Source: an optimization exercise on an open RTL-to-GDS flow (aim: small area). Production flows keep margins and buffers that such runs may drop.
Only simulation tests tie the RTL to the original design; equivalence was not proved.
No activity file was given, so power comes from the tool's default toggle rates.

$ cat flow/run.sh
#!/bin/bash
set -uo pipefail
rm -rf myscripts
cp -r "$FLOW_HOME/scripts" myscripts
STAT=orfs/reports/sky130hd/flappybird/base/synth_stat.txt
best=""; best_area=""
for x in a a2 b c; do
  if [[ $x == c && -n $best ]]; then break; fi
  rm -rf orfs
  cp flow/abc_$x.script myscripts/abc_speed.script
  if bash standard.sh SCRIPTS_DIR="$PWD/myscripts" ADDER_MAP_FILE= synth > synth_$x.log 2>&1 && [[ -f $STAT ]]; then
    area=$(awk '/Chip area for module/ {print $NF}' $STAT | tail -1)
    echo "synthesis $x: area $area" >> synth_choice.log
    if [[ -z $best ]] || awk "BEGIN {exit !($area < $best_area)}"; then
      rm -rf orfs_best; mv orfs orfs_best; best=$x; best_area=$area
    fi
  else
    echo "synthesis $x: failed" >> synth_choice.log
  fi
done
[[ -n $best ]] || exit 1
echo "kept $best" >> synth_choice.log
rm -rf orfs; mv orfs_best orfs
set -e
CTS="-sink_clustering_enable -repair_clock_nets -dont_use_dummy_load -buf_list"
bash standard.sh "BUFFER_PORTS_ARGS=-buffer_cell sky130_fd_sc_hd__buf_1" \
  "CTS_ARGS=$CTS sky130_fd_sc_hd__clkbuf_4" > layout.log 2>&1
R=orfs/results/sky130hd/flappybird/base
slew=$(SLEW_ODB=$R/6_final.odb SLEW_SDC=$R/6_final.sdc SLEW_SPEF=$R/6_final.spef \
  SLEW_LIB="$FLOW_HOME/platforms/sky130hd/lib/sky130_fd_sc_hd__tt_025C_1v80.lib" \
  openroad -no_init -exit flow/clkslew.tcl 2>&1 | tee slew.log | awk '/^CLK_PIN_SLEW_MAX/ {print $2}') || true
echo "clkbuf_4 clock tree: clock-pin slew ${slew:-unknown} ns" >> cts_choice.log
if [[ -z $slew ]] || awk "BEGIN {exit !($slew > 0.124)}"; then
  echo "redoing the clock tree with clkbuf_8" >> cts_choice.log
  bash standard.sh clean_cts clean_route clean_finish > clean.log 2>&1
  rm -f out/final.def
  bash standard.sh "BUFFER_PORTS_ARGS=-buffer_cell sky130_fd_sc_hd__buf_1" \
    "CTS_ARGS=$CTS sky130_fd_sc_hd__clkbuf_8" > layout_clkbuf_8.log 2>&1
fi
$ cat flow/abc_a.script
strash
dc2
&get -n
&deepsyn -T 150
&put
dch -f
amap
mfs3 -a -e
topo
$ cat flow/abc_a2.script
strash
dc2
&get -n
&deepsyn -T 150 -S 5
&put
dch -f
amap
mfs3 -a -e
topo
$ cat flow/abc_b.script
strash
dc2
&get -n
&deepsyn -T 150
&put
dch -f
amap
topo
$ cat flow/abc_c.script
strash
dc2
dch -f
amap
topo
$ cat flow/clkslew.tcl
# Largest slew at a flip-flop clock pin (either edge, early or late), in ns, on the routed layout.
read_db $::env(SLEW_ODB)
read_liberty $::env(SLEW_LIB)
read_sdc $::env(SLEW_SDC)
read_spef $::env(SLEW_SPEF)
set_propagated_clock [all_clocks]
set worst 0
foreach pin [get_pins -hierarchical */CLK] {
  foreach a {max min} { foreach e {rise fall} {
    set s [get_property $pin slew_${a}_$e]
    if {[string is double -strict $s] && $s > $worst} { set worst $s }
  } }
}
puts "CLK_PIN_SLEW_MAX $worst"
$ cat standard.sh
#!/bin/bash
# synth_recipe.tcl (not shown) runs the flow's synth.tcl, then flattens the netlist and writes it again
# the make line also repeats each setting of config.mk as NAME=value (left out here)
make -C /OpenROAD-flow-scripts/flow DESIGN_CONFIG=/design/flow/config.mk WORK_HOME=/design/flow/orfs CLKGATE_MAP_FILE= SYNTH_SCRIPT=/design/flow/synth_recipe.tcl "${@:-finish}"
$ cat config.mk
export PLATFORM = sky130hd
export DESIGN_NAME = flappybird
export DESIGN_NICKNAME = flappybird
export VERILOG_FILES = /design/flow/design.v
export SDC_FILE = /design/flow/constraint.sdc
export NUM_CORES = 4
export LEC_CHECK = 0
export CAP_MARGIN = 20
export CORE_MARGIN = 2
export CORE_UTILIZATION = 60
export PLACE_DENSITY = 0.75
export SLEW_MARGIN = 20
$ cat constraint.sdc
create_clock -name core_clock -period 10.0 [get_ports {clk_100}]
set_input_delay 2.0000 -clock core_clock [delete_from_list [all_inputs] [get_ports {clk_100}]]
set_output_delay 2.0000 -clock core_clock [all_outputs]
set_load 0.01 [all_outputs]
$ cat design.v
module fb_mel_rom ( 
    x0, x1, x2, x3, x4, x5, x6, x7,
    z0, z1, z2, z3  );
  input  x0, x1, x2, x3, x4, x5, x6, x7;
  output z0, z1, z2, z3;
  wire new_n13, new_n14, new_n15, new_n16, new_n17, new_n18, new_n19,
    new_n20, new_n21, new_n22, new_n23, new_n24, new_n25, new_n26, new_n27,
    new_n28, new_n29, new_n30, new_n31, new_n32, new_n33, new_n34, new_n35,
    new_n36, new_n37, new_n38, new_n39, new_n40, new_n41, new_n42, new_n43,
    new_n44, new_n45, new_n46, new_n47, new_n48, new_n49, new_n50, new_n51,
    new_n52, new_n53, new_n54, new_n55, new_n56, new_n57, new_n58, new_n59,
    new_n60, new_n61, new_n62, new_n63, new_n64, new_n65, new_n66, new_n67,
    new_n68, new_n69, new_n70, new_n71, new_n72, new_n73, new_n74, new_n75,
    new_n76, new_n77, new_n78, new_n79, new_n80, new_n81, new_n82, new_n83,
    new_n84, new_n85, new_n86, new_n87, new_n88, new_n89, new_n90, new_n91,
    new_n92, new_n93, new_n94, new_n95, new_n96, new_n97, new_n98, new_n99,
    new_n100, new_n101, new_n102, new_n103, new_n104, new_n105, new_n106,
    new_n107, new_n108, new_n109, new_n110, new_n111, new_n112, new_n113,
    new_n114, new_n115, new_n116, new_n117, new_n118, new_n119, new_n120,
    new_n121, new_n122, new_n123, new_n124, new_n125, new_n126, new_n127,
    new_n128, new_n129, new_n130, new_n131, new_n132, new_n133, new_n134,
    new_n135, new_n136, new_n137, new_n138, new_n139, new_n140, new_n141,
    new_n142, new_n143, new_n144, new_n145, new_n146, new_n147, new_n148,
    new_n149, new_n150, new_n151, new_n152, new_n153, new_n154, new_n155,
    new_n156, new_n157, new_n158, new_n159, new_n160, new_n161, new_n162,
    new_n163, new_n164, new_n165, new_n166, new_n167, new_n168, new_n169,
    new_n170, new_n171, new_n172, new_n173, new_n174, new_n175, new_n176,
    new_n177, new_n178, new_n179, new_n180, new_n181, new_n182, new_n183,
    new_n184, new_n185, new_n186, new_n187, new_n188, new_n189, new_n190,
    new_n191, new_n192, new_n193, new_n194, new_n195, new_n196, new_n197,
    new_n198, new_n199, new_n200, new_n201, new_n202, new_n203, new_n204,
    new_n205, new_n206, new_n207, new_n208, new_n209, new_n210, new_n211,
    new_n212, new_n213, new_n214, new_n215, new_n216, new_n217, new_n218,
    new_n219, new_n220, new_n221, new_n222, new_n223, new_n224, new_n225,
    new_n226, new_n227, new_n228, new_n229, new_n230, new_n231, new_n232,
    new_n233, new_n234, new_n235, new_n236, new_n237, new_n238, new_n239,
    new_n240, new_n241, new_n242, new_n243, new_n244, new_n245, new_n246,
    new_n247, new_n248, new_n249, new_n250, new_n251, new_n252, new_n253,
    new_n254, new_n255, new_n256, new_n257, new_n258, new_n259, new_n260,
    new_n261, new_n262, new_n263, new_n264, new_n265, new_n266, new_n267,
    new_n268, new_n269, new_n270, new_n271, new_n272, new_n273, new_n274,
    new_n275, new_n276, new_n277, new_n278, new_n279, new_n280, new_n281,
    new_n282, new_n283, new_n284, new_n285, new_n286, new_n287, new_n288,
    new_n289, new_n290, new_n291, new_n292, new_n293, new_n294, new_n295,
    new_n296, new_n297, new_n298, new_n299, new_n300, new_n301, new_n302,
    new_n303, new_n304, new_n305, new_n306, new_n307, new_n308, new_n309,
    new_n310, new_n311, new_n312, new_n313, new_n314, new_n315, new_n316,
    new_n317, new_n318, new_n319, new_n320, new_n321, new_n322, new_n323,
    new_n324, new_n325, new_n326, new_n327, new_n328, new_n329, new_n330,
    new_n331, new_n332, new_n333, new_n334, new_n335, new_n336, new_n337,
    new_n338, new_n339, new_n340, new_n341, new_n342, new_n343, new_n344,
    new_n345, new_n346, new_n347, new_n348, new_n349, new_n350, new_n351,
    new_n352, new_n353, new_n354, new_n355, new_n356, new_n357, new_n358,
    new_n359, new_n360, new_n361, new_n362, new_n363, new_n364, new_n365,
    new_n366, new_n367, new_n368, new_n369, new_n370, new_n371, new_n372,
    new_n373, new_n374, new_n375, new_n376, new_n377, new_n378, new_n379,
    new_n380, new_n381, new_n382, new_n383, new_n384, new_n385, new_n386,
    new_n387, new_n388, new_n389, new_n390, new_n391, new_n392, new_n393,
    new_n394, new_n395, new_n396, new_n397, new_n398, new_n399, new_n400,
    new_n401, new_n402, new_n403, new_n404, new_n405, new_n406, new_n407,
    new_n408, new_n409, new_n410, new_n411, new_n412, new_n413, new_n414,
    new_n415, new_n416, new_n417, new_n418, new_n419, new_n420, new_n421,
    new_n422, new_n423, new_n424, new_n425, new_n426, new_n427, new_n428,
    new_n429, new_n430, new_n431, new_n432, new_n433, new_n434, new_n435,
    new_n436, new_n437, new_n438, new_n439, new_n440, new_n441, new_n442,
    new_n443, new_n444, new_n445, new_n446, new_n447, new_n448, new_n449,
    new_n450, new_n451, new_n452, new_n453, new_n454, new_n455, new_n456,
    new_n457, new_n458, new_n459, new_n460, new_n461, new_n462, new_n463,
    new_n464, new_n465, new_n466, new_n467, new_n468, new_n469, new_n470,
    new_n471, new_n472, new_n473, new_n474, new_n475, new_n476, new_n477,
    new_n478, new_n479, new_n480, new_n481, new_n482, new_n483, new_n484,
    new_n485, new_n486, new_n487, new_n488, new_n489, new_n490, new_n491,
    new_n492, new_n493, new_n494, new_n495, new_n496, new_n497, new_n498,
    new_n499, new_n500, new_n501, new_n502, new_n503, new_n504, new_n505,
    new_n506, new_n507, new_n508, new_n509, new_n510, new_n511, new_n512,
    new_n513, new_n514, new_n515, new_n516, new_n517, new_n518, new_n519,
    new_n520, new_n521, new_n522, new_n523, new_n524, new_n525, new_n526,
    new_n527, new_n528, new_n529, new_n530, new_n531, new_n533, new_n534,
    new_n535, new_n536, new_n537, new_n538, new_n539, new_n540, new_n542,
    new_n543, new_n544, new_n545, new_n546, new_n547, new_n548, new_n549,
    new_n550, new_n551, new_n552, new_n553, new_n554, new_n555, new_n556,
    new_n557, new_n558, new_n559, new_n560, new_n561, new_n562, new_n563,
    new_n564, new_n565, new_n566, new_n567, new_n568, new_n569, new_n570;
  assign new_n13 = ~x0 & x1;
  assign new_n14 = x4 & x7;
  assign new_n15 = x3 & new_n14;
  assign new_n16 = x3 & x7;
  assign new_n17 = x4 & new_n16;
  assign new_n18 = x5 & new_n517;
  assign new_n19 = x2 & x3;
  assign new_n20 = ~x4 & ~x7;
  assign new_n21 = ~x5 & ~x6;
  assign new_n22 = new_n20 & new_n21;
  assign new_n23 = ~new_n19 & new_n22;
  assign new_n24 = ~new_n19 & new_n20;
  assign new_n25 = new_n21 & new_n24;
  assign new_n26 = ~new_n19 & new_n21;
  assign new_n27 = new_n20 & new_n26;
  assign new_n28 = ~new_n18 & ~new_n518;
  assign new_n29 = new_n13 & ~new_n28;
  assign new_n30 = x0 & ~x1;
  assign new_n31 = x4 & new_n30;
  assign new_n32 = x2 & ~x3;
  assign new_n33 = x5 & new_n32;
  assign new_n34 = x5 & x6;
  assign new_n35 = ~x3 & new_n34;
  assign new_n36 = ~new_n33 & ~new_n35;
  assign new_n37 = new_n31 & ~new_n36;
  assign new_n38 = x5 & new_n31;
  assign new_n39 = ~x2 & ~x6;
  assign new_n40 = ~x3 & ~new_n39;
  assign new_n41 = new_n38 & new_n40;
  assign new_n42 = x4 & new_n19;
  assign new_n43 = ~new_n30 & new_n42;
  assign new_n44 = new_n34 & new_n43;
  assign new_n45 = ~new_n30 & new_n34;
  assign new_n46 = new_n42 & new_n45;
  assign new_n47 = ~x2 & ~x3;
  assign new_n48 = ~x4 & new_n47;
  assign new_n49 = x0 & x1;
  assign new_n50 = new_n21 & ~new_n49;
  assign new_n51 = ~x0 & ~x1;
  assign new_n52 = ~new_n34 & new_n51;
  assign new_n53 = ~new_n50 & ~new_n52;
  assign new_n54 = new_n48 & ~new_n53;
  assign new_n55 = ~new_n50 & ~new_n51;
  assign new_n56 = ~new_n34 & new_n48;
  assign new_n57 = ~new_n55 & new_n56;
  assign new_n58 = ~new_n21 & ~new_n51;
  assign new_n59 = ~new_n34 & ~new_n49;
  assign new_n60 = new_n48 & new_n59;
  assign new_n61 = ~new_n58 & new_n60;
  assign new_n62 = ~new_n520 & ~new_n521;
  assign new_n63 = ~new_n519 & new_n62;
  assign new_n64 = new_n20 & new_n47;
  assign new_n65 = ~x2 & new_n20;
  assign new_n66 = ~x3 & new_n65;
  assign new_n67 = ~x0 & new_n34;
  assign new_n68 = ~x1 & x6;
  assign new_n69 = ~new_n67 & ~new_n68;
  assign new_n70 = new_n522 & ~new_n69;
  assign new_n71 = x5 & ~x6;
  assign new_n72 = ~x4 & x7;
  assign new_n73 = new_n71 & new_n72;
  assign new_n74 = new_n20 & new_n34;
  assign new_n75 = ~new_n73 & ~new_n74;
  assign new_n76 = x3 & ~new_n75;
  assign new_n77 = x0 & new_n76;
  assign new_n78 = x0 & x3;
  assign new_n79 = ~new_n75 & new_n78;
  assign new_n80 = ~new_n70 & ~new_n523;
  assign new_n81 = new_n13 & new_n34;
  assign new_n82 = x1 & x5;
  assign new_n83 = x6 & new_n82;
  assign new_n84 = x1 & new_n34;
  assign new_n85 = ~x0 & new_n524;
  assign new_n86 = ~x5 & x6;
  assign new_n87 = ~new_n71 & ~new_n86;
  assign new_n88 = new_n49 & ~new_n87;
  assign new_n89 = ~new_n525 & ~new_n88;
  assign new_n90 = new_n19 & ~new_n89;
  assign new_n91 = ~x4 & new_n30;
  assign new_n92 = x2 & new_n34;
  assign new_n93 = x3 & ~new_n34;
  assign new_n94 = ~new_n92 & ~new_n93;
  assign new_n95 = new_n91 & ~new_n94;
  assign new_n96 = ~x2 & new_n34;
  assign new_n97 = ~x3 & ~new_n34;
  assign new_n98 = new_n91 & ~new_n97;
  assign new_n99 = ~new_n96 & new_n98;
  assign new_n100 = new_n91 & ~new_n96;
  assign new_n101 = ~new_n97 & new_n100;
  assign new_n102 = ~new_n90 & ~new_n526;
  assign new_n103 = new_n80 & new_n102;
  assign new_n104 = new_n63 & new_n103;
  assign new_n105 = x0 & new_n19;
  assign new_n106 = new_n86 & new_n105;
  assign new_n107 = ~x7 & new_n106;
  assign new_n108 = ~x7 & new_n30;
  assign new_n109 = x2 & new_n108;
  assign new_n110 = new_n21 & new_n109;
  assign new_n111 = ~new_n107 & ~new_n110;
  assign new_n112 = x2 & new_n30;
  assign new_n113 = new_n21 & new_n112;
  assign new_n114 = ~new_n106 & ~new_n113;
  assign new_n115 = ~x7 & ~new_n114;
  assign new_n116 = new_n13 & new_n71;
  assign new_n117 = x4 & ~x7;
  assign new_n118 = new_n116 & new_n117;
  assign new_n119 = ~x2 & new_n118;
  assign new_n120 = ~x2 & new_n117;
  assign new_n121 = new_n116 & new_n120;
  assign new_n122 = ~new_n527 & ~new_n528;
  assign new_n123 = ~x2 & x4;
  assign new_n124 = new_n116 & new_n123;
  assign new_n125 = new_n114 & ~new_n124;
  assign new_n126 = ~x7 & ~new_n125;
  assign new_n127 = x7 & new_n47;
  assign new_n128 = x4 & ~new_n47;
  assign new_n129 = ~new_n127 & ~new_n128;
  assign new_n130 = new_n525 & ~new_n129;
  assign new_n131 = new_n30 & new_n73;
  assign new_n132 = ~new_n130 & ~new_n131;
  assign new_n133 = new_n19 & new_n21;
  assign new_n134 = new_n32 & new_n71;
  assign new_n135 = ~new_n133 & ~new_n134;
  assign new_n136 = x0 & new_n14;
  assign new_n137 = ~new_n135 & new_n136;
  assign new_n138 = new_n30 & new_n32;
  assign new_n139 = ~x3 & new_n112;
  assign new_n140 = new_n14 & new_n530;
  assign new_n141 = x6 & new_n140;
  assign new_n142 = x6 & new_n14;
  assign new_n143 = new_n530 & new_n142;
  assign new_n144 = ~new_n137 & ~new_n531;
  assign new_n145 = new_n132 & new_n144;
  assign new_n146 = ~new_n529 & new_n145;
  assign new_n147 = new_n104 & new_n146;
  assign new_n148 = ~new_n29 & new_n147;
  assign new_n149 = ~new_n29 & ~new_n531;
  assign new_n150 = ~new_n527 & ~new_n131;
  assign new_n151 = ~new_n90 & new_n150;
  assign new_n152 = new_n149 & new_n151;
  assign new_n153 = ~new_n521 & ~new_n526;
  assign new_n154 = ~new_n520 & ~new_n528;
  assign new_n155 = ~new_n519 & new_n154;
  assign new_n156 = ~new_n130 & ~new_n137;
  assign new_n157 = new_n80 & new_n156;
  assign new_n158 = new_n155 & new_n157;
  assign new_n159 = new_n153 & new_n158;
  assign new_n160 = new_n152 & new_n159;
  assign new_n161 = ~new_n520 & ~new_n131;
  assign new_n162 = ~new_n130 & new_n161;
  assign new_n163 = ~new_n29 & new_n162;
  assign new_n164 = ~new_n90 & new_n163;
  assign new_n165 = ~new_n70 & ~new_n526;
  assign new_n166 = ~new_n519 & new_n165;
  assign new_n167 = ~new_n523 & ~new_n137;
  assign new_n168 = ~new_n521 & ~new_n531;
  assign new_n169 = new_n167 & new_n168;
  assign new_n170 = new_n166 & new_n169;
  assign new_n171 = ~new_n529 & new_n170;
  assign new_n172 = new_n164 & new_n171;
  assign new_n173 = x7 & new_n42;
  assign new_n174 = new_n14 & new_n19;
  assign new_n175 = new_n116 & new_n533;
  assign new_n176 = ~x3 & new_n30;
  assign new_n177 = new_n73 & new_n176;
  assign new_n178 = ~x3 & new_n131;
  assign new_n179 = new_n21 & new_n117;
  assign new_n180 = x4 & new_n21;
  assign new_n181 = x4 & ~x5;
  assign new_n182 = ~x6 & new_n181;
  assign new_n183 = ~x7 & new_n535;
  assign new_n184 = new_n530 & new_n536;
  assign new_n185 = ~new_n534 & ~new_n184;
  assign new_n186 = ~new_n175 & new_n185;
  assign new_n187 = new_n31 & new_n47;
  assign new_n188 = new_n34 & new_n187;
  assign new_n189 = new_n34 & new_n47;
  assign new_n190 = new_n31 & new_n189;
  assign new_n191 = new_n65 & ~new_n71;
  assign new_n192 = new_n30 & new_n191;
  assign new_n193 = ~x2 & new_n30;
  assign new_n194 = new_n20 & new_n193;
  assign new_n195 = ~new_n71 & new_n194;
  assign new_n196 = new_n20 & ~new_n71;
  assign new_n197 = new_n193 & new_n196;
  assign new_n198 = ~new_n537 & ~new_n538;
  assign new_n199 = new_n32 & new_n34;
  assign new_n200 = ~x2 & x3;
  assign new_n201 = ~new_n34 & new_n200;
  assign new_n202 = ~new_n199 & ~new_n201;
  assign new_n203 = new_n91 & ~new_n202;
  assign new_n204 = ~new_n19 & ~new_n96;
  assign new_n205 = new_n98 & new_n204;
  assign new_n206 = ~new_n19 & new_n526;
  assign new_n207 = x2 & new_n117;
  assign new_n208 = new_n14 & ~new_n19;
  assign new_n209 = ~new_n207 & ~new_n208;
  assign new_n210 = ~x4 & new_n19;
  assign new_n211 = ~new_n48 & ~new_n210;
  assign new_n212 = new_n209 & new_n211;
  assign new_n213 = ~new_n14 & ~new_n19;
  assign new_n214 = ~new_n42 & ~new_n213;
  assign new_n215 = ~new_n48 & ~new_n207;
  assign new_n216 = ~new_n214 & new_n215;
  assign new_n217 = new_n525 & ~new_n540;
  assign new_n218 = ~new_n539 & ~new_n217;
  assign new_n219 = new_n198 & new_n218;
  assign new_n220 = new_n186 & new_n219;
  assign new_n221 = ~new_n184 & ~new_n537;
  assign new_n222 = ~new_n538 & ~new_n539;
  assign new_n223 = new_n221 & new_n222;
  assign new_n224 = x7 & new_n116;
  assign new_n225 = new_n42 & new_n224;
  assign new_n226 = ~new_n534 & ~new_n225;
  assign new_n227 = ~new_n217 & new_n226;
  assign new_n228 = new_n223 & new_n227;
  assign new_n229 = ~new_n534 & new_n198;
  assign new_n230 = ~new_n184 & ~new_n225;
  assign new_n231 = new_n229 & new_n230;
  assign new_n232 = new_n218 & new_n231;
  assign new_n233 = new_n14 & new_n176;
  assign new_n234 = new_n72 & new_n105;
  assign new_n235 = new_n32 & new_n136;
  assign new_n236 = ~new_n234 & ~new_n235;
  assign new_n237 = ~new_n233 & new_n236;
  assign new_n238 = x1 & ~x2;
  assign new_n239 = ~x3 & new_n136;
  assign new_n240 = x0 & ~x3;
  assign new_n241 = new_n14 & new_n240;
  assign new_n242 = ~new_n238 & new_n542;
  assign new_n243 = ~new_n234 & ~new_n242;
  assign new_n244 = new_n21 & ~new_n543;
  assign new_n245 = ~x5 & new_n47;
  assign new_n246 = new_n108 & new_n245;
  assign new_n247 = ~new_n244 & ~new_n246;
  assign new_n248 = ~x1 & new_n32;
  assign new_n249 = ~new_n112 & ~new_n248;
  assign new_n250 = new_n71 & ~new_n249;
  assign new_n251 = ~x5 & new_n49;
  assign new_n252 = x0 & new_n21;
  assign new_n253 = ~new_n251 & ~new_n252;
  assign new_n254 = x0 & ~x5;
  assign new_n255 = ~new_n68 & new_n254;
  assign new_n256 = ~x3 & new_n544;
  assign new_n257 = ~x5 & ~new_n68;
  assign new_n258 = new_n240 & new_n257;
  assign new_n259 = ~new_n250 & ~new_n545;
  assign new_n260 = new_n20 & ~new_n259;
  assign new_n261 = x0 & new_n34;
  assign new_n262 = ~new_n49 & ~new_n261;
  assign new_n263 = new_n48 & ~new_n262;
  assign new_n264 = ~x1 & ~new_n34;
  assign new_n265 = new_n48 & ~new_n264;
  assign new_n266 = x0 & new_n265;
  assign new_n267 = x0 & new_n48;
  assign new_n268 = ~new_n264 & new_n267;
  assign new_n269 = ~new_n260 & ~new_n546;
  assign new_n270 = new_n247 & new_n269;
  assign new_n271 = new_n117 & new_n251;
  assign new_n272 = ~x5 & new_n117;
  assign new_n273 = new_n49 & new_n272;
  assign new_n274 = x1 & ~x5;
  assign new_n275 = x0 & new_n117;
  assign new_n276 = new_n274 & new_n275;
  assign new_n277 = ~new_n224 & ~new_n547;
  assign new_n278 = new_n31 & new_n71;
  assign new_n279 = x1 & new_n21;
  assign new_n280 = ~x6 & new_n274;
  assign new_n281 = ~new_n524 & ~new_n548;
  assign new_n282 = new_n14 & ~new_n281;
  assign new_n283 = x1 & new_n14;
  assign new_n284 = new_n87 & new_n283;
  assign new_n285 = ~new_n278 & ~new_n549;
  assign new_n286 = new_n277 & new_n285;
  assign new_n287 = ~new_n224 & ~new_n278;
  assign new_n288 = ~new_n547 & ~new_n549;
  assign new_n289 = new_n287 & new_n288;
  assign new_n290 = new_n200 & ~new_n550;
  assign new_n291 = new_n14 & new_n71;
  assign new_n292 = ~x4 & new_n21;
  assign new_n293 = ~x4 & ~x5;
  assign new_n294 = ~x6 & new_n293;
  assign new_n295 = ~new_n291 & ~new_n551;
  assign new_n296 = x2 & new_n49;
  assign new_n297 = ~new_n295 & new_n296;
  assign new_n298 = ~new_n290 & ~new_n297;
  assign new_n299 = ~x0 & new_n517;
  assign new_n300 = x7 & new_n19;
  assign new_n301 = ~new_n14 & ~new_n300;
  assign new_n302 = new_n13 & ~new_n301;
  assign new_n303 = ~x4 & ~new_n19;
  assign new_n304 = new_n13 & ~new_n303;
  assign new_n305 = x7 & new_n304;
  assign new_n306 = x7 & new_n13;
  assign new_n307 = ~new_n303 & new_n306;
  assign new_n308 = ~new_n299 & ~new_n552;
  assign new_n309 = new_n86 & ~new_n308;
  assign new_n310 = ~x0 & new_n32;
  assign new_n311 = new_n73 & new_n310;
  assign new_n312 = ~new_n309 & ~new_n311;
  assign new_n313 = new_n298 & new_n312;
  assign new_n314 = new_n270 & new_n313;
  assign new_n315 = ~x4 & new_n86;
  assign new_n316 = x6 & new_n293;
  assign new_n317 = ~new_n535 & ~new_n553;
  assign new_n318 = new_n51 & ~new_n317;
  assign new_n319 = ~x1 & new_n72;
  assign new_n320 = ~new_n51 & new_n117;
  assign new_n321 = ~new_n319 & ~new_n320;
  assign new_n322 = new_n86 & ~new_n321;
  assign new_n323 = ~new_n318 & ~new_n322;
  assign new_n324 = new_n32 & ~new_n323;
  assign new_n325 = new_n42 & new_n116;
  assign new_n326 = ~new_n324 & ~new_n325;
  assign new_n327 = x4 & new_n86;
  assign new_n328 = x6 & new_n181;
  assign new_n329 = ~x2 & new_n554;
  assign new_n330 = x5 & new_n533;
  assign new_n331 = x5 & new_n19;
  assign new_n332 = new_n14 & new_n331;
  assign new_n333 = ~new_n329 & ~new_n555;
  assign new_n334 = new_n51 & ~new_n333;
  assign new_n335 = ~new_n16 & new_n525;
  assign new_n336 = ~new_n334 & ~new_n335;
  assign new_n337 = new_n326 & new_n336;
  assign new_n338 = ~new_n49 & ~new_n283;
  assign new_n339 = new_n71 & ~new_n338;
  assign new_n340 = new_n13 & new_n536;
  assign new_n341 = ~new_n339 & ~new_n340;
  assign new_n342 = new_n47 & ~new_n341;
  assign new_n343 = ~x1 & new_n21;
  assign new_n344 = ~new_n82 & ~new_n343;
  assign new_n345 = ~x1 & ~new_n21;
  assign new_n346 = ~new_n274 & ~new_n345;
  assign new_n347 = new_n522 & new_n556;
  assign new_n348 = ~new_n342 & ~new_n347;
  assign new_n349 = ~new_n14 & new_n548;
  assign new_n350 = new_n30 & new_n553;
  assign new_n351 = new_n86 & new_n91;
  assign new_n352 = ~new_n72 & ~new_n117;
  assign new_n353 = new_n524 & ~new_n352;
  assign new_n354 = ~new_n557 & ~new_n353;
  assign new_n355 = ~new_n349 & new_n354;
  assign new_n356 = ~new_n349 & ~new_n557;
  assign new_n357 = ~new_n353 & new_n356;
  assign new_n358 = ~new_n20 & new_n524;
  assign new_n359 = ~new_n548 & ~new_n358;
  assign new_n360 = ~new_n14 & ~new_n359;
  assign new_n361 = ~new_n557 & ~new_n360;
  assign new_n362 = new_n19 & ~new_n558;
  assign new_n363 = x0 & new_n16;
  assign new_n364 = new_n524 & new_n363;
  assign new_n365 = new_n34 & new_n49;
  assign new_n366 = new_n16 & new_n365;
  assign new_n367 = new_n30 & ~new_n75;
  assign new_n368 = ~x2 & new_n367;
  assign new_n369 = ~new_n75 & new_n193;
  assign new_n370 = ~new_n559 & ~new_n560;
  assign new_n371 = ~new_n362 & new_n370;
  assign new_n372 = new_n348 & new_n371;
  assign new_n373 = new_n337 & new_n372;
  assign new_n374 = new_n314 & new_n373;
  assign new_n375 = ~new_n546 & ~new_n335;
  assign new_n376 = ~new_n334 & new_n375;
  assign new_n377 = ~new_n244 & ~new_n260;
  assign new_n378 = new_n376 & new_n377;
  assign new_n379 = ~new_n324 & ~new_n342;
  assign new_n380 = ~new_n309 & ~new_n362;
  assign new_n381 = new_n379 & new_n380;
  assign new_n382 = ~new_n246 & ~new_n311;
  assign new_n383 = ~new_n325 & ~new_n559;
  assign new_n384 = new_n382 & new_n383;
  assign new_n385 = ~new_n246 & ~new_n559;
  assign new_n386 = ~new_n311 & ~new_n325;
  assign new_n387 = new_n385 & new_n386;
  assign new_n388 = ~new_n297 & ~new_n560;
  assign new_n389 = ~new_n347 & new_n388;
  assign new_n390 = ~new_n290 & new_n389;
  assign new_n391 = new_n561 & new_n390;
  assign new_n392 = new_n381 & new_n391;
  assign new_n393 = new_n378 & new_n392;
  assign new_n394 = ~new_n260 & ~new_n290;
  assign new_n395 = new_n379 & new_n394;
  assign new_n396 = ~new_n309 & ~new_n334;
  assign new_n397 = ~new_n244 & new_n396;
  assign new_n398 = ~new_n297 & ~new_n347;
  assign new_n399 = ~new_n335 & new_n398;
  assign new_n400 = ~new_n546 & ~new_n560;
  assign new_n401 = new_n561 & new_n400;
  assign new_n402 = new_n399 & new_n401;
  assign new_n403 = new_n397 & new_n402;
  assign new_n404 = ~new_n362 & new_n403;
  assign new_n405 = new_n395 & new_n404;
  assign new_n406 = x2 & new_n14;
  assign new_n407 = ~new_n65 & ~new_n406;
  assign new_n408 = new_n548 & ~new_n407;
  assign new_n409 = ~x3 & new_n86;
  assign new_n410 = ~new_n47 & ~new_n409;
  assign new_n411 = new_n136 & ~new_n410;
  assign new_n412 = x2 & ~new_n86;
  assign new_n413 = new_n542 & ~new_n412;
  assign new_n414 = ~new_n51 & new_n71;
  assign new_n415 = ~new_n67 & ~new_n414;
  assign new_n416 = new_n517 & ~new_n415;
  assign new_n417 = ~new_n563 & ~new_n416;
  assign new_n418 = ~new_n408 & new_n417;
  assign new_n419 = ~x6 & new_n108;
  assign new_n420 = ~new_n91 & ~new_n419;
  assign new_n421 = x3 & ~new_n420;
  assign new_n422 = new_n296 & new_n554;
  assign new_n423 = x5 & ~x7;
  assign new_n424 = new_n87 & ~new_n423;
  assign new_n425 = new_n47 & ~new_n424;
  assign new_n426 = x7 & new_n34;
  assign new_n427 = ~new_n21 & new_n47;
  assign new_n428 = ~new_n426 & new_n427;
  assign new_n429 = new_n71 & new_n207;
  assign new_n430 = ~x5 & new_n65;
  assign new_n431 = ~new_n429 & ~new_n430;
  assign new_n432 = ~new_n564 & new_n431;
  assign new_n433 = ~new_n564 & ~new_n430;
  assign new_n434 = ~new_n429 & new_n433;
  assign new_n435 = x0 & ~new_n565;
  assign new_n436 = ~new_n422 & ~new_n435;
  assign new_n437 = ~new_n421 & new_n436;
  assign new_n438 = new_n418 & new_n437;
  assign new_n439 = ~new_n42 & ~new_n127;
  assign new_n440 = new_n524 & ~new_n439;
  assign new_n441 = new_n51 & new_n245;
  assign new_n442 = new_n13 & new_n293;
  assign new_n443 = ~new_n525 & ~new_n442;
  assign new_n444 = ~new_n34 & ~new_n293;
  assign new_n445 = new_n13 & ~new_n444;
  assign new_n446 = x2 & new_n566;
  assign new_n447 = ~new_n441 & ~new_n446;
  assign new_n448 = ~new_n440 & new_n447;
  assign new_n449 = new_n34 & new_n117;
  assign new_n450 = ~x1 & ~new_n293;
  assign new_n451 = ~new_n449 & ~new_n450;
  assign new_n452 = new_n200 & ~new_n451;
  assign new_n453 = ~new_n49 & ~new_n51;
  assign new_n454 = ~new_n13 & ~new_n30;
  assign new_n455 = ~x5 & new_n567;
  assign new_n456 = x4 & new_n455;
  assign new_n457 = new_n181 & new_n567;
  assign new_n458 = x6 & new_n72;
  assign new_n459 = ~x4 & x5;
  assign new_n460 = ~new_n458 & ~new_n459;
  assign new_n461 = x1 & ~new_n460;
  assign new_n462 = x1 & ~x4;
  assign new_n463 = x6 & x7;
  assign new_n464 = ~x5 & ~new_n463;
  assign new_n465 = new_n462 & ~new_n464;
  assign new_n466 = ~x5 & ~x7;
  assign new_n467 = ~new_n21 & new_n462;
  assign new_n468 = ~new_n466 & new_n467;
  assign new_n469 = ~new_n38 & ~new_n569;
  assign new_n470 = ~new_n568 & new_n469;
  assign new_n471 = ~x3 & ~new_n470;
  assign new_n472 = ~new_n452 & ~new_n471;
  assign new_n473 = new_n49 & new_n551;
  assign new_n474 = ~x2 & new_n473;
  assign new_n475 = new_n39 & new_n293;
  assign new_n476 = new_n49 & new_n475;
  assign new_n477 = new_n39 & new_n49;
  assign new_n478 = new_n293 & new_n477;
  assign new_n479 = x4 & new_n310;
  assign new_n480 = ~new_n522 & ~new_n479;
  assign new_n481 = ~x6 & ~new_n480;
  assign new_n482 = ~new_n570 & ~new_n481;
  assign new_n483 = new_n472 & new_n482;
  assign new_n484 = new_n448 & new_n483;
  assign new_n485 = new_n438 & new_n484;
  assign new_n486 = ~new_n440 & ~new_n452;
  assign new_n487 = ~new_n435 & new_n486;
  assign new_n488 = ~new_n421 & new_n487;
  assign new_n489 = ~new_n563 & ~new_n441;
  assign new_n490 = ~new_n422 & ~new_n570;
  assign new_n491 = ~new_n408 & new_n490;
  assign new_n492 = new_n489 & new_n491;
  assign new_n493 = ~new_n481 & new_n492;
  assign new_n494 = ~new_n416 & ~new_n446;
  assign new_n495 = ~new_n471 & new_n494;
  assign new_n496 = new_n493 & new_n495;
  assign new_n497 = new_n488 & new_n496;
  assign new_n498 = x2 & new_n13;
  assign new_n499 = ~new_n570 & ~new_n498;
  assign new_n500 = ~new_n444 & ~new_n499;
  assign new_n501 = ~new_n422 & ~new_n441;
  assign new_n502 = ~new_n563 & new_n501;
  assign new_n503 = ~new_n481 & new_n502;
  assign new_n504 = ~new_n500 & new_n503;
  assign new_n505 = ~x3 & ~new_n38;
  assign new_n506 = ~new_n568 & ~new_n569;
  assign new_n507 = new_n505 & new_n506;
  assign new_n508 = x3 & ~new_n91;
  assign new_n509 = ~new_n419 & new_n508;
  assign new_n510 = ~new_n507 & ~new_n509;
  assign new_n511 = ~new_n416 & ~new_n440;
  assign new_n512 = ~new_n408 & ~new_n452;
  assign new_n513 = new_n511 & new_n512;
  assign new_n514 = ~new_n435 & new_n513;
  assign new_n515 = ~new_n510 & new_n514;
  assign new_n516 = new_n504 & new_n515;
  assign new_n517 = new_n17 | new_n15;
  assign new_n518 = new_n23 | new_n27 | new_n25;
  assign new_n519 = new_n41 | new_n37;
  assign new_n520 = new_n46 | new_n44;
  assign new_n521 = new_n54 | new_n61 | new_n57;
  assign new_n522 = new_n66 | new_n64;
  assign new_n523 = new_n79 | new_n77;
  assign new_n524 = new_n84 | new_n83;
  assign new_n525 = new_n85 | new_n81;
  assign new_n526 = new_n95 | new_n101 | new_n99;
  assign new_n527 = new_n115 | ~new_n111;
  assign new_n528 = new_n121 | new_n119;
  assign new_n529 = new_n126 | ~new_n122;
  assign new_n530 = new_n139 | new_n138;
  assign new_n531 = new_n143 | new_n141;
  assign z0 = new_n148 | new_n172 | new_n160;
  assign new_n533 = new_n174 | new_n173;
  assign new_n534 = new_n178 | new_n177;
  assign new_n535 = new_n182 | new_n180;
  assign new_n536 = new_n183 | new_n179;
  assign new_n537 = new_n190 | new_n188;
  assign new_n538 = new_n192 | new_n197 | new_n195;
  assign new_n539 = new_n203 | new_n206 | new_n205;
  assign new_n540 = new_n216 | new_n212;
  assign z1 = new_n220 | new_n232 | new_n228;
  assign new_n542 = new_n241 | new_n239;
  assign new_n543 = new_n243 | new_n237;
  assign new_n544 = new_n255 | ~new_n253;
  assign new_n545 = new_n258 | new_n256;
  assign new_n546 = new_n263 | new_n268 | new_n266;
  assign new_n547 = new_n271 | new_n276 | new_n273;
  assign new_n548 = new_n280 | new_n279;
  assign new_n549 = new_n284 | new_n282;
  assign new_n550 = new_n289 | new_n286;
  assign new_n551 = new_n294 | new_n292;
  assign new_n552 = new_n302 | new_n307 | new_n305;
  assign new_n553 = new_n316 | new_n315;
  assign new_n554 = new_n328 | new_n327;
  assign new_n555 = new_n332 | new_n330;
  assign new_n556 = new_n346 | ~new_n344;
  assign new_n557 = new_n351 | new_n350;
  assign new_n558 = new_n355 | new_n361 | new_n357;
  assign new_n559 = new_n366 | new_n364;
  assign new_n560 = new_n369 | new_n368;
  assign new_n561 = new_n387 | new_n384;
  assign new_n562 = new_n374 | new_n405 | new_n393;
  assign new_n563 = new_n413 | new_n411;
  assign new_n564 = new_n428 | new_n425;
  assign new_n565 = new_n434 | new_n432;
  assign new_n566 = new_n445 | ~new_n443;
  assign new_n567 = new_n454 | ~new_n453;
  assign new_n568 = new_n457 | new_n456;
  assign new_n569 = new_n461 | new_n468 | new_n465;
  assign new_n570 = new_n474 | new_n478 | new_n476;
  assign z3 = new_n485 | new_n516 | new_n497;
  assign z2 = ~new_n562;
endmodule
module fb_tone_rom ( 
    x0, x1, x2, x3,
    z00, z01, z02, z03, z04, z05, z06, z07, z08, z09, z10, z11, z12, z13,
    z14, z15, z16  );
  input  x0, x1, x2, x3;
  output z00, z01, z02, z03, z04, z05, z06, z07, z08, z09, z10, z11, z12, z13,
    z14, z15, z16;
  wire new_n22, new_n23, new_n24, new_n25, new_n26, new_n27, new_n28,
    new_n29, new_n30, new_n31, new_n32, new_n33, new_n34, new_n35, new_n36,
    new_n37, new_n38, new_n39, new_n40, new_n41, new_n42, new_n43, new_n44,
    new_n45, new_n46, new_n47, new_n48, new_n49, new_n50, new_n51, new_n52,
    new_n53, new_n54, new_n55, new_n56, new_n57, new_n58, new_n59, new_n60,
    new_n61, new_n62, new_n63, new_n64, new_n65, new_n66, new_n67, new_n68,
    new_n69, new_n70, new_n71, new_n72, new_n73, new_n74, new_n75, new_n76,
    new_n77, new_n78, new_n79, new_n80, new_n81, new_n82, new_n83, new_n84,
    new_n85, new_n86, new_n87, new_n88, new_n89, new_n90, new_n91, new_n92,
    new_n93, new_n94, new_n95, new_n96, new_n97, new_n98, new_n99,
    new_n100, new_n101, new_n102, new_n103, new_n104, new_n105, new_n106,
    new_n107, new_n108, new_n109, new_n110, new_n111, new_n112, new_n113,
    new_n114, new_n115, new_n116, new_n117, new_n118, new_n119, new_n120,
    new_n121, new_n122, new_n123, new_n125, new_n127, new_n128;
  assign new_n22 = ~x0 & x2;
  assign new_n23 = ~x3 & new_n22;
  assign new_n24 = ~x0 & ~x3;
  assign new_n25 = x2 & new_n24;
  assign new_n26 = ~x1 & new_n112;
  assign new_n27 = x0 & x1;
  assign new_n28 = x2 & new_n27;
  assign new_n29 = ~new_n26 & ~new_n28;
  assign new_n30 = ~x0 & x1;
  assign new_n31 = ~x1 & ~new_n24;
  assign new_n32 = x2 & ~new_n31;
  assign new_n33 = x1 & x2;
  assign new_n34 = ~new_n112 & ~new_n33;
  assign new_n35 = ~new_n30 & ~new_n113;
  assign new_n36 = ~x0 & ~x2;
  assign new_n37 = x3 & new_n36;
  assign new_n38 = ~x2 & x3;
  assign new_n39 = ~x0 & new_n38;
  assign new_n40 = ~x2 & ~x3;
  assign new_n41 = x2 & x3;
  assign new_n42 = ~new_n40 & ~new_n41;
  assign new_n43 = x1 & ~new_n42;
  assign new_n44 = ~new_n115 & ~new_n43;
  assign new_n45 = ~new_n114 & new_n44;
  assign new_n46 = new_n27 & new_n41;
  assign new_n47 = x3 & new_n28;
  assign new_n48 = ~x0 & new_n42;
  assign new_n49 = x1 & new_n40;
  assign new_n50 = ~new_n48 & ~new_n49;
  assign new_n51 = ~new_n116 & new_n50;
  assign new_n52 = ~new_n116 & ~new_n48;
  assign new_n53 = ~new_n49 & new_n52;
  assign new_n54 = ~x0 & x3;
  assign new_n55 = new_n43 & ~new_n54;
  assign new_n56 = ~new_n48 & ~new_n55;
  assign new_n57 = ~x1 & new_n48;
  assign new_n58 = new_n27 & ~new_n41;
  assign new_n59 = ~new_n57 & ~new_n58;
  assign new_n60 = x1 & new_n22;
  assign new_n61 = ~new_n112 & ~new_n60;
  assign new_n62 = ~x1 & x3;
  assign new_n63 = new_n22 & ~new_n62;
  assign new_n64 = new_n27 & new_n40;
  assign new_n65 = ~x3 & new_n27;
  assign new_n66 = ~x2 & new_n65;
  assign new_n67 = ~new_n118 & ~new_n119;
  assign new_n68 = x1 & x3;
  assign new_n69 = new_n36 & new_n68;
  assign new_n70 = x1 & new_n115;
  assign new_n71 = new_n30 & new_n38;
  assign new_n72 = ~new_n112 & ~new_n120;
  assign new_n73 = ~new_n116 & new_n72;
  assign new_n74 = x1 & new_n41;
  assign new_n75 = x2 & new_n68;
  assign new_n76 = ~x1 & new_n115;
  assign new_n77 = ~new_n112 & ~new_n76;
  assign new_n78 = x1 & ~x3;
  assign new_n79 = ~new_n65 & new_n78;
  assign new_n80 = ~x0 & new_n78;
  assign new_n81 = new_n77 & ~new_n122;
  assign new_n82 = ~new_n121 & new_n81;
  assign new_n83 = ~new_n24 & ~new_n41;
  assign new_n84 = x1 & ~new_n83;
  assign new_n85 = new_n77 & ~new_n84;
  assign new_n86 = ~new_n26 & ~new_n121;
  assign new_n87 = ~new_n65 & new_n86;
  assign new_n88 = new_n113 & ~new_n65;
  assign new_n89 = ~new_n122 & ~new_n88;
  assign new_n90 = ~new_n43 & new_n77;
  assign new_n91 = ~x2 & new_n68;
  assign new_n92 = ~new_n48 & ~new_n91;
  assign new_n93 = x0 & new_n91;
  assign new_n94 = ~x2 & new_n27;
  assign new_n95 = x3 & new_n94;
  assign new_n96 = ~new_n118 & ~new_n125;
  assign new_n97 = new_n27 & ~new_n42;
  assign new_n98 = new_n72 & ~new_n97;
  assign new_n99 = ~new_n26 & ~new_n120;
  assign new_n100 = x1 & ~new_n120;
  assign new_n101 = ~new_n72 & ~new_n100;
  assign new_n102 = ~new_n112 & ~new_n65;
  assign new_n103 = ~x0 & new_n68;
  assign new_n104 = ~new_n33 & ~new_n103;
  assign new_n105 = new_n102 & new_n104;
  assign new_n106 = new_n88 & ~new_n103;
  assign new_n107 = ~new_n114 & ~new_n91;
  assign new_n108 = ~new_n48 & ~new_n68;
  assign new_n109 = ~new_n94 & new_n108;
  assign new_n110 = ~new_n68 & ~new_n94;
  assign new_n111 = ~new_n48 & new_n110;
  assign new_n112 = new_n25 | new_n23;
  assign new_n113 = new_n34 | ~new_n32;
  assign new_n114 = new_n35 | ~new_n29;
  assign new_n115 = new_n39 | new_n37;
  assign new_n116 = new_n47 | new_n46;
  assign new_n117 = new_n51 | new_n56 | new_n53;
  assign new_n118 = new_n63 | ~new_n61;
  assign new_n119 = new_n66 | new_n64;
  assign new_n120 = new_n69 | new_n71 | new_n70;
  assign new_n121 = new_n75 | new_n74;
  assign new_n122 = new_n80 | new_n79;
  assign new_n123 = new_n85 | new_n82;
  assign z07 = new_n89 | ~new_n87;
  assign new_n125 = new_n95 | new_n93;
  assign z13 = new_n101 | ~new_n99;
  assign new_n127 = new_n106 | new_n105;
  assign new_n128 = new_n111 | new_n109;
  assign z00 = ~new_n45;
  assign z01 = ~new_n117;
  assign z02 = ~new_n59;
  assign z03 = ~new_n67;
  assign z04 = ~new_n67;
  assign z05 = ~new_n73;
  assign z06 = ~new_n123;
  assign z08 = ~new_n90;
  assign z09 = ~new_n92;
  assign z10 = ~new_n96;
  assign z11 = ~new_n59;
  assign z12 = ~new_n98;
  assign z14 = ~new_n127;
  assign z15 = ~new_n107;
  assign z16 = ~new_n128;
endmodule
module flappybird(
  input  clk_100,
  input  rst,
  input  up,
  input  start,
  input  button,
  output wire audio,
  output wire [2:0] r,
  output wire [2:0] g,
  output wire [1:0] b,
  output wire hs,
  output wire vs,
  output wire [6:0] seven_seg,
  output wire [7:0] seg_select
);
  reg [11:0] m;
  always @(posedge clk_100)
    if (rst) m <= 12'd2;
    else     m <= m + 1'b1;
  wire ce     = (m[1:0] == 2'd3);         
  wire flyclk = (m[6:0] == 7'd63);        
  wire sjclk  = (m[2:0] == 3'd3);         
  wire diffck = (m == 12'd2047);          
  wire sclk_rise = (m[7:0] == 8'h81);     
  reg [4:0] hh;
  reg [9:0] vc;
  reg vsen;
  wire [9:0] hc = {hh, m[6:2]};
  wire hwrap = (hh == 5'd24) && (m[6:0] == 7'h7f);    
  always @(posedge clk_100)
    if (rst) begin
      hh <= 5'd0;
      vsen <= 1'b0;
      vc <= 10'd0;
    end else if (ce) begin
      if (m[6:2] == 5'd31) hh <= hwrap ? 5'd0 : hh + 1'b1;
      vsen <= hwrap;
      if (vsen) vc <= (vc == 10'd520) ? 10'd0 : vc + 1'b1;
    end
  assign hs = (hh >= 5'd3);               
  assign vs = (vc >= 10'd2);
  wire videoen = (hc >= 10'd144) && (hc < 10'd784) && (vc >= 10'd31) && (vc < 10'd511);
  reg [9:0] ub;         
  reg       firstup, strtgame;
  reg [9:0] rb;         
  reg [8:0] gap_hi;     
  wire [9:0] gap = {gap_hi, 1'b0};
  reg [2:0] spd;        
  reg [8:0] rnd_hi;     
  reg       success, first;
  wire bird_low  = (ub >= 10'd479) && (ub <= 10'd992);    
  wire [9:0] tv_ = ((m[1:0] == 2'd2) ? ub : vc) - gap;
  reg coll_geom;                                         
  always @(posedge clk_100)
    if (m[6:0] == 7'd62) coll_geom <= (tv_ > 10'd119) && (ub < 10'd993);
  wire in_pipe   = (rb >= 10'd201) && (rb <= 10'd280);    
  always @(posedge clk_100)
    if (rst) rnd_hi <= 9'd75;
    else if (sjclk) begin
      if (m[3]) rnd_hi <= rnd_hi + 1'b1;
      else if (rnd_hi == 9'd200) rnd_hi <= 9'd17;
    end
  always @(posedge clk_100)
    if (rst) spd <= 3'd0;
    else if (diffck && spd != 3'd7) spd <= spd + 1'b1;
  always @(posedge clk_100)
    if (rst) begin
      strtgame <= 1'b0;
      firstup <= 1'b1;
      ub <= 10'd150;
    end else if (flyclk) begin
      if (up) strtgame <= 1'b1;
      if (!strtgame) ub <= 10'd150;
      else if (up && ub > 10'd31) begin
        if (firstup) begin
          ub <= ub - 10'd80;
          firstup <= 1'b0;
        end else if (!bird_low) ub <= ub + 10'd15;
      end else if (!bird_low) begin
        ub <= ub + 10'd15;
        firstup <= 1'b1;
      end
    end
  always @(posedge clk_100)
    if (rst) begin
      rb <= 10'd850;
      gap_hi <= 9'd25;
    end else if (flyclk) begin
      if (!strtgame) begin
        rb <= 10'd850;
        gap_hi <= 9'd25;
      end else if (rb < 10'd140) begin
        rb <= 10'd850;
        gap_hi <= rnd_hi;
      end else
        rb <= rb - {6'd1, spd};
    end
  wire score = flyclk && in_pipe && !(coll_geom && start) && first && success;
  always @(posedge clk_100)
    if (rst) begin
      success <= 1'b1;
      first <= 1'b1;
    end else if (flyclk) begin
      if (in_pipe) begin
        if (coll_geom && start) success <= 1'b0;
        else if (first && success) first <= 1'b0;
      end else if (bird_low) success <= 1'b0;
      else first <= 1'b1;
    end
  wire [9:0] tb_ = vc - ub - 10'd1;
  wire bird_px = (tb_ < 10'd30) && (hc >= 10'd201) && (hc <= 10'd230);
  wire [9:0] tp_ = rb - hc - 10'd1;
  wire pipe_px = (tp_ <= 10'd48) && (tv_ > 10'd150);
  reg [1:0] col;
  always @(posedge clk_100)
    if (rst) col <= 2'd0;
    else if (ce) begin
      if (!videoen) col <= 2'd0;
      else if (start) begin
        if (!success || bird_px) col <= 2'd1;
        else if (pipe_px) col <= 2'd2;
        else col <= 2'd3;
      end
    end
  wire red = (col == 2'd1), grn = (col == 2'd2), bgc = (col == 2'd3);
  assign r = {3{red}};
  assign g = {grn, grn, col[1]};
  assign b = {2{bgc}};
  reg [3:0] n0, n1, n2, n3;
  always @(posedge clk_100)
    if (rst) begin
      n0 <= 4'd0; n1 <= 4'd0; n2 <= 4'd0; n3 <= 4'd0;
    end else if (score) begin
      if (n0 == 4'd9) begin
        n0 <= 4'd0;
        if (n1 == 4'd9) begin
          n1 <= 4'd0;
          if (n2 == 4'd9) begin
            n2 <= 4'd0;
            n3 <= (n3 == 4'd9) ? 4'd0 : n3 + 1'b1;
          end else n2 <= n2 + 1'b1;
        end else n1 <= n1 + 1'b1;
      end else n0 <= n0 + 1'b1;
    end
  wire [1:0] sh = m[9:8] - {1'b0, (m[7:0] < 8'd130)};
  reg [3:0] dig;        
  wire [1:0] shn = m[9:8];    
  always @(posedge clk_100)
    if (rst) dig <= 4'd15;
    else if (sclk_rise) begin
      case (shn)
        2'd0: dig <= n0;
        2'd1: dig <= n1;
        2'd2: dig <= n2;
        default: dig <= n3;
      endcase
    end
  wire [6:0] seg = (dig == 4'd0) ? 7'b0000001 :
                   (dig == 4'd1) ? 7'b1001111 :
                   (dig == 4'd2) ? 7'b0010010 :
                   (dig == 4'd3) ? 7'b0000110 :
                   (dig == 4'd4) ? 7'b1001100 :
                   (dig == 4'd5) ? 7'b0100100 :
                   (dig == 4'd6) ? 7'b0100000 :
                   (dig == 4'd7) ? 7'b0001111 :
                   (dig == 4'd8) ? 7'b0000000 :
                   (dig == 4'd9) ? 7'b0000100 : 7'b1111111;
  assign seven_seg = seg;
  wire shown = (dig != 4'd15);
  assign seg_select = {4'b1111, ~(shown && sh == 2'd3), ~(shown && sh == 2'd2),
                       ~(shown && sh == 2'd1), ~(shown && sh == 2'd0)};
  reg [11:0] nc;
  always @(posedge clk_100)
    if (rst) nc <= 12'hfff;
    else if (m[3:0] == 4'd1) nc <= (nc == 12'h4c5) ? 12'hfff : {nc[10:0], nc[11] ^ nc[10]};
  wire tick4 = (m[3:0] == 4'd9) && (nc == 12'h848);
  reg [7:0] nidx;
  localparam [7:0] NIDX_BEG = 8'd151, NIDX_END = 8'd141, NIDX_RST = 8'd149;
  always @(posedge clk_100)
    if (rst) nidx <= NIDX_RST;
    else if (tick4) nidx <= (nidx == NIDX_END) ? NIDX_BEG : nidx + 1'b1;
  wire [3:0] ncode;
  wire [16:0] nload;
fb_mel_rom mel_rom(nidx[7], nidx[6], nidx[5], nidx[4], nidx[3], nidx[2], nidx[1], nidx[0],
                     ncode[3], ncode[2], ncode[1], ncode[0]);
  fb_tone_rom tone_rom(ncode[3], ncode[2], ncode[1], ncode[0],
                       nload[16], nload[15], nload[14], nload[13], nload[12], nload[11], nload[10], nload[9], nload[8], nload[7],
                       nload[6], nload[5], nload[4], nload[3], nload[2], nload[1], nload[0]);
  reg [16:0] tc;
  reg audiof;
  always @(posedge clk_100)
    if (rst) begin
      tc <= 17'h1fff8;
      audiof <= 1'b0;
    end else if (tc == 17'h1fe0c) begin
      tc <= nload;
      audiof <= ~audiof;
    end else
      tc <= {tc[15:0], tc[16] ^ tc[13]};
  assign audio = button ? audiof : 1'b1;
endmodule
==> reports/qor.txt, run 1 <==
RD Place Congestion: 0.9878
Syn Area/Cell: 7.092 sq um
area of the die: 12600 sq um
CTS tree: done
Main synth FF type: dfxtp_1
RSZ-0062 raised after global routing: no
setup TNS: 0 ns
setup repair bufs after CTS: 0
Max Freq: 0.1882 GHz
Fillers: 1039
# resized after CTS: 0
area leader, netlist: dfxtp_1
Worst setup SP type: register
DR WL met3: 1.345 mm
number of global-route vias before repair: 6337
Final Util: 0.6469
first-pass GRT wire length: 29.84 mm
Post-DP HPWL: 13.24 mm
Initial Util: 0.6155
DR WL/cell: 15.11 microns
max-cap viol count: 0
synth warn: 1
Yosys reg bits: 134
core box area: 11420 sq um
Clock Latency Late Sink: 0.54 ns
Nets: 1036
Clock Sinks: 134
PD cells: 113.0 nW/um^2
Tightest Pin Transition: 0.9446 ns
ranking of synthesized cells by area: dfxtp_1, nor2_1, o21ai_0
M1 WL: 8.385 mm
largest net degree at the start of global routing: 46
GRT Util Overall: 0.2891
Worst setup EP type: register
Max FO, Critical Path: 15
Worst EP required: 10.42 ns
ANT nets after route: 0
Critical Path AT: 5.74 ns
Post-Syn Area: 7028 sq um
Slew HR: 0.3645
Peak VDD IR: 0.09654 mV
layout cells sized above 1: 0.02138
Seq/Total Area, Yosys: 0.3831
critical path type: reg -> reg
Post-Synthesis Cells: 991
worst min-delay path class: reg -> reg
TritonRoute pass-1 iters: 5
I/O pin total: 31
Tmin final: 5.314 ns
DRT Wirelength: 17.73 mm
highest routed layer: met4
final hold viol count: 0
Hold Buf Count CTS: 0
initial antenna violation count: 1
outcome: finished clean
# rows: 39
clk_skew: 0.02165 ns
Pleak: 0.002498 uW
Die X: 112.2 microns
Vias: 7065
Post-DP Area: 7257 sq um
Port Buf Inserts: 26
H-tree Lvls: 4
Area Overhead vs Synth: 5.109%
metal2 WL: 7.538 mm
global route overflow: 0
Synth top area share: 0.3788
Slew Limit Fails: 0
Worst-path clk slew: 0.11 ns
initial drt markers: 684
final setup fails: 0
pre-CTS setup slack: 4.919 ns
cts bufs inserted: 17
Post-synth EDFFs: 1
Root Buffer: clkbuf_4
Async SR Flop Fraction: 0
Final period util: 0.5314
final worst slack: 4.686 ns
Avg Vias per Cell: 6.023
post-route cell area: 7387 sq um
Remaining DRCs: 0
distinct cell type count after synthesis: 51
Die Ht: 112.2 microns
clock tree buffer depth: 2
placed cells by master, fill, tap and decap left out, drive strengths merged, types with 3 or more instances in the layout:
master	instances
conb	4
a31oi	11
a21oi	57
nand4	7
o221ai	5
and3	5
nor2	197
nor2b	24
dfxtp	133
o21bai	3
o21a	11
nand2b	8
or2	8
a211oi	20
nor4	13
a2111oi	7
a221oi	9
clkinv	113
o211ai	6
nor3	45
nand3	27
buf	29
o22a	17
clkbuf	18
o32ai	3
and2	7
o22ai	25
a22oi	5
o21ai	90
nand2	90
o31ai	3
registers in the layout (all words and copies together) (netlist names), 2 cells and up:
| register | cells |
|---|---|
| col | 2 |
| dig | 4 |
| gap_hi | 9 |
| hh | 5 |
| m | 12 |
| n0 | 4 |
| n1 | 4 |
| n2 | 4 |
| n3 | 4 |
| nc | 12 |
| nidx | 8 |
| rb | 10 |
| rnd_hi | 9 |
| spd | 3 |
| tc | 17 |
| ub | 10 |
| vc | 10 |
stage by stage:
step,power (uW),std cells,hold WS (ns)
detailed placement,601.8,1155,0.4324
finish,835.0,1173,0.4281
global route,867.9,1173,0.4466
CTS,841.1,1172,0.4339
floorplan,588.0,994,0.4099
global placement,601.0,1155,0.4316
final timing paths:
kind                        to  cells after the start  slack (ns)            startpoint
max           tc[6]$_SDFF_PP1_                     23        4.69  nidx[5]$_SDFFE_PP0P_
max reg2reg   tc[6]$_SDFF_PP1_                     23        4.69  nidx[5]$_SDFFE_PP0P_
min          tc[12]$_SDFF_PP1_                      2        0.43     tc[11]$_SDFF_PP1_
min reg2reg  tc[12]$_SDFF_PP1_                      2        0.43     tc[11]$_SDFF_PP1_
layout make-up:
| cell class | instances | area [sq um] | share of cell area |
|---|---|---|---|
| Clock buffer | 17 | 127.6 | 0.01728 |
| Inverter | 113 | 424.2 | 0.05742 |
| Antenna cell | 1 | 2.502 | 0.0003388 |
| Timing Repair Buffer | 30 | 128.9 | 0.01745 |
| Multi-Input combinational cell | 735 | 3832 | 0.5188 |
| Tap cell | 143 | 178.9 | 0.02422 |
| Sequential cell | 134 | 2693 | 0.3645 |
report_power, final:
group / internal [uW] / switching [uW]
Combinational: 15.8 / 33.8
Sequential: 537 / 3.25
Clock: 77.5 / 167
Total: 631 / 204
cell families (layout without fill, tap and decap cells):
group | after synthesis | in the layout | synth area share
other cells | 1 | 5 | 0.0005336
flops | 134 | 134 | 0.3831
compound gates | 291 | 291 | 0.2642
simple gates | 440 | 440 | 0.2790
buf+inv | 125 | 160 | 0.07317
Yosys cell counts, types with 5 or more instances:
| master | n |
|---|---|
| and3_1 | 5 |
| o21a_1 | 11 |
| nor2b_1 | 24 |
| a31oi_1 | 11 |
| nand3_1 | 27 |
| o22ai_1 | 25 |
| nand4_1 | 7 |
| buf_4 | 12 |
| nand2b_1 | 8 |
| a22oi_1 | 5 |
| o21ai_0 | 90 |
| nor3_1 | 45 |
| a221oi_1 | 9 |
| clkinv_1 | 113 |
| o22a_1 | 17 |
| o211ai_1 | 6 |
| o221ai_1 | 5 |
| a211oi_1 | 20 |
| a2111oi_0 | 7 |
| dfxtp_1 | 133 |
| nand2_1 | 90 |
| nor2_1 | 197 |
| or2_0 | 8 |
| nor4_1 | 13 |
| and2_0 | 7 |
| a21oi_1 | 57 |
routing by layer:
| metal | global-route usage | up-vias |
|---|---|---|
| met2 | 0.4197 | 267 |
| met5 | 0 | - |
| li1 | - | 3615 |
| met1 | 0.4152 | 3142 |
| met4 | 0.1268 | 0 |
| met3 | 0.06102 | 41 |
critical path, stage by stage, from the launching register on:
cell and delay (ns):
dfxtp_1 0.69, clkinv_1 0.37, nor2_1 0.28, clkinv_1 0.15, nor2_1 0.10, o21ai_0 0.10
o311a_1 0.12, a31o_1 0.23, o311a_1 0.12, o221ai_1 0.17, nor2_1 0.14, a311oi_1 0.39
o21ai_0 0.13, a222oi_1 0.55, nor2b_1 0.36, nand2_1 0.14, o21ai_0 0.18, nand2b_1 0.14
nor2_1 0.18, o21ai_0 0.16, o21bai_1 0.22, a211oi_1 0.09, nor2_1 0.14, o21ai_0 0.07
==> run 2: changes to the inputs <==
--- a/flow/run.sh
+++ b/flow/run.sh
@@ -4,7 +4,7 @@
 cp -r "$FLOW_HOME/scripts" myscripts
 STAT=orfs/reports/sky130hd/flappybird/base/synth_stat.txt
 best=""; best_area=""
-for x in a a2 b c; do
+for x in a a2 a3 b c; do
   if [[ $x == c && -n $best ]]; then break; fi
   rm -rf orfs
   cp flow/abc_$x.script myscripts/abc_speed.script
==> flow/abc_a3.script (new file) <==
strash
dc2
&get -n
&deepsyn -T 150 -S 9
&put
dch -f
amap
mfs3 -a -e
topo
==> run 2 against run 1 <==
  * Critical path type unchanged
  * Clock skew is 0.027 ns higher
  * Area after synthesis rose by 0.32%
  * Sequential power hardly changed
  * Largest power group unchanged
  * Largest cell class unchanged
  * Clock power is 2% lower
==> reports/qor.txt, run 2 <==
outcome: finished clean
I/O pin total: 31 (unchanged)
area of the die: 12630 sq um (+0.30%)
Hold Buf Count CTS: 0 (unchanged)
Worst setup SP type: register
ANT nets after route: 0 (unchanged)
DRT Wirelength: 17.06 mm (-3.8%)
worst min-delay path class: reg -> reg
Seq/Total Area, Yosys: 0.3819 (-0.001224)
number of global-route vias before repair: 6268 (-1.1%)
CTS tree: done
Worst setup EP type: register
Top reg by flops: tc
DR WL/cell: 14.56 microns (-3.6%)
cts bufs inserted: 17 (unchanged)
initial drt markers: 520 (-24%)
# resized after CTS: 0 (unchanged)
synth cell count leaders: nor2_1, dfxtp_1, clkinv_1
Synth top area share: 0.3776 (-0.001210)
Slew HR: 0.5531 (+0.1887)
Area Overhead vs Synth: 5.164% (about the same)
Worst-path clk slew: 0.11 ns (about the same)
RD Place Congestion: 1.015 (+2.8%)
Nets: 1035 (-0.097%)
Final Total Pwr: 825.0 uW (-1.2%)
max-cap viol count: 0 (unchanged)
core box area: 11470 sq um (+0.43%)
Port Buf Inserts: 26 (unchanged)
first-pass GRT wire length: 28.66 mm (-4.0%)
Yosys reg bits: 134 (unchanged)
clock tree buffer depth: 2 (unchanged)
Fillers: 1066 (+2.6%)
layout cells sized above 1: 0.02237 (+0.0009936)
TritonRoute pass-1 iters: 5 (unchanged)
total buffers and inverters traversed by the critical path: 3 (+1)
Max FO, Critical Path: 10 (-5)
Post-Synthesis Cells: 989 (-0.20%)
distinct cell type count after synthesis: 52 (+2.0%)
H-tree Lvls: 4 (unchanged)
Post-DP Area: 7287 sq um (+0.41%)
GRT Util Overall: 0.2776 (-0.01142)
Post-Syn Area: 7051 sq um (+0.32%)
Die X: 112.4 microns (+0.15%)
multi-input logic area: 3855 sq um (+0.59%)
Slew Limit Fails: 0 (unchanged)
Vias: 7001 (-0.91%)
Async SR Flop Fraction: 0 (unchanged)
Critical Path Most Common Cell: o21ai_0
setup TNS: 0 ns (unchanged)
FF/Latch Area: 2693 sq um (unchanged)
final hold viol count: 0 (unchanged)
Die Ht: 112.4 microns (+0.15%)
Remaining DRCs: 0 (unchanged)
commonest non-fill, non-tap cell in the layout: nor2_1
Root Buffer: clkbuf_4
antenna cells: 0 (-1)
Clock Sinks: 134 (unchanged)
Tightest Pin Transition: 0.6703 ns (-0.2743 ns)
# rows: 39 (unchanged)
final setup fails: 0 (unchanged)
ranking of synthesized cells by area: dfxtp_1, nor2_1, clkinv_1
Post-DP HPWL: 12.87 mm (-2.8%)
post-route cell area: 7415 sq um (+0.37%)
Crit path largest cell delay: 0.52 ns (-0.17 ns)
Pleak: 0.002491 uW (-0.29%)
Fin Hold WS: 0.4395 ns (+0.01137 ns)
global route overflow: 0 (unchanged)
most frequent cells in the layout: nor2_1, dfxtp_1, clkinv_1, nand2_1, o21ai_0
Final period util: 0.5268 (-0.004652)
area leader, netlist: dfxtp_1
biggest regs: tc x17, m x12, nc x12
CP top delay family: compound AO/OA/AOI/OAI gates
Clock Latency Late Sink: 0.56 ns (+0.02 ns)
PD cells: 111.3 nW/um^2 (-1.6%)
most common cell in the netlist: nor2_1
synth warn: 1 (unchanged)
largest net degree at the start of global routing: 48 (+4.3%)
Tmin final: 5.268 ns (-0.04652 ns)
RSZ-0062 raised after global routing: no
Initial Util: 0.6148 (-0.0006551)
crit-path cells: clkinv_1 -> nor2_1 -> clkinv_1 -> o221a_1 -> o21ai_0 -> or3b_1 -> o31ai_1 -> nor2_1 -> nand2_1 -> o21ai_0 -> a221oi_1 -> clkinv_1 -> a31oi_1 -> o21ai_0 -> nor2_1 -> nand2_1 -> o21ai_0 -> nand2_1 -> nor2_1 -> o21ai_0 -> o21bai_1 -> nor3_1 -> nor2_1 -> o21ai_0
critical path type: reg -> reg
Syn Area/Cell: 7.129 sq um (+0.52%)
setup repair bufs after CTS: 0 (unchanged)
max reg flops: 17 (unchanged)
initial antenna violation count: 0 (-1)
Post-synth EDFFs: 1 (unchanged)
Avg Vias per Cell: 5.979 (-0.74%)
Worst EP required: 10.42 ns (about the same)
clk_skew: 0.04897 ns (+0.02733 ns)
Critical Path AT: 5.69 ns (-0.05 ns)
Main synth FF type: dfxtp_1
Slowest cell on crit path: dfxtp_1
Peak VDD IR: 0.1030 mV (+6.7%)
Max Freq: 0.1898 GHz (+0.88%)
run 2: changes by cell type after synthesis, sizes merged, moves of 6 or more:
cell | before | now
nor2 | 197 | 213
o21ai | 90 | 77
nor3 | 45 | 36
a21oi | 57 | 51
nor2b | 24 | 18
run 2: stage by stage:
stage	setup WS, ns	cells	utilization
after global placement	4.992	1154	0.6355
final	4.732	1171	0.6466
after detailed placement	4.858	1154	0.6355
after global routing	4.054	1171	0.6466
after CTS	4.852	1171	0.6466
after floorplan	5.595	992	-
run 2: worst register-to-register path, cell delays in order (launching register included):
cell and delay, ns:
dfxtp_1 0.52, clkinv_1 0.35, nor2_1 0.33, clkinv_1 0.21, o221a_1 0.31, o21ai_0 0.12, or3b_1 0.38, o31ai_1 0.12
nor2_1 0.09, nand2_1 0.17, o21ai_0 0.13, a221oi_1 0.39, clkinv_1 0.12, a31oi_1 0.16, o21ai_0 0.15, nor2_1 0.28
nand2_1 0.14, o21ai_0 0.19, nand2_1 0.14, nor2_1 0.19, o21ai_0 0.19, o21bai_1 0.22, nor3_1 0.08, nor2_1 0.11
o21ai_0 0.07
run 2: layer usage:
metal,up-vias,routed length (microns),GRT usage
met4,0,522,0.1301
met5,-,0,0
met2,247,7845,0.4454
li1,3612,-,-
met1,3094,7671,0.3563
met3,48,1016,0.06425
run 2: path summary, 6_finish.rpt:
| check | startpoint | to | slack, ns | depth (start not counted) |
|---|---|---|---|---|
| worst min-delay path | tc[10]$_SDFF_PP1_ | tc[11]$_SDFF_PP1_ | 0.44 | 2 |
| worst min register to register | tc[10]$_SDFF_PP1_ | tc[11]$_SDFF_PP1_ | 0.44 | 2 |
| worst max register to register | nidx[7]$_SDFFE_PP1P_ | tc[6]$_SDFF_PP1_ | 4.73 | 24 |
| worst max-delay path | nidx[7]$_SDFFE_PP1P_ | tc[6]$_SDFF_PP1_ | 4.73 | 24 |
run 2: power breakdown:
group | switching (uW) | total, uW | internal [uW] | leakage (uW)
clock | 164 | 241 | 77.4 | 0.0000782
combinational | 30.5 | 43.6 | 13.1 | 0.00133
sequential | 2.96 | 540 | 537 | 0.00108
run 2: cells by family after synthesis:
kind of cell / share of synthesized area
simple gates: 0.2736
compound gates: 0.2710
flops: 0.3819
buf+inv: 0.07294
other cells: 0.0005319
run 2: final cells by class:
class	instances	share of cell area
inverters	113	0.05721
well taps	143	0.02413
repair buffers	31	0.01839
flip-flops and latches	134	0.3631
multi-input cells	733	0.5199
clock buffers	17	0.01721

## static timing again, ports no longer ideal
The flow's constraints put no driver on any port. The routed layouts listed below were extracted and timed again, unchanged, in two steps.
Step 1, drivers: a clkbuf_16 drives clk_100 and a buf_2 each remaining input, both assumed.
Step 2 also shifts input and output timing later by t, the mid clock arrival at the registers, as if the neighbouring blocks saw the same clock.
a / b / c = ideal ports / drivers / drivers and shift; a / b = the first two.
run | t, ns | setup slack, ns | latest minus earliest clock arrival (ns) | worst slew at a driven data input, ns
run 1 | 0.569 | 4.686 / 4.686 / 4.686 | 0.021 / 0.022 | 0.04
run 2 | 0.569 | 4.732 / 4.732 / 4.732 | 0.049 / 0.049 | 0.03
After both steps setup and hold are still met in every run listed.
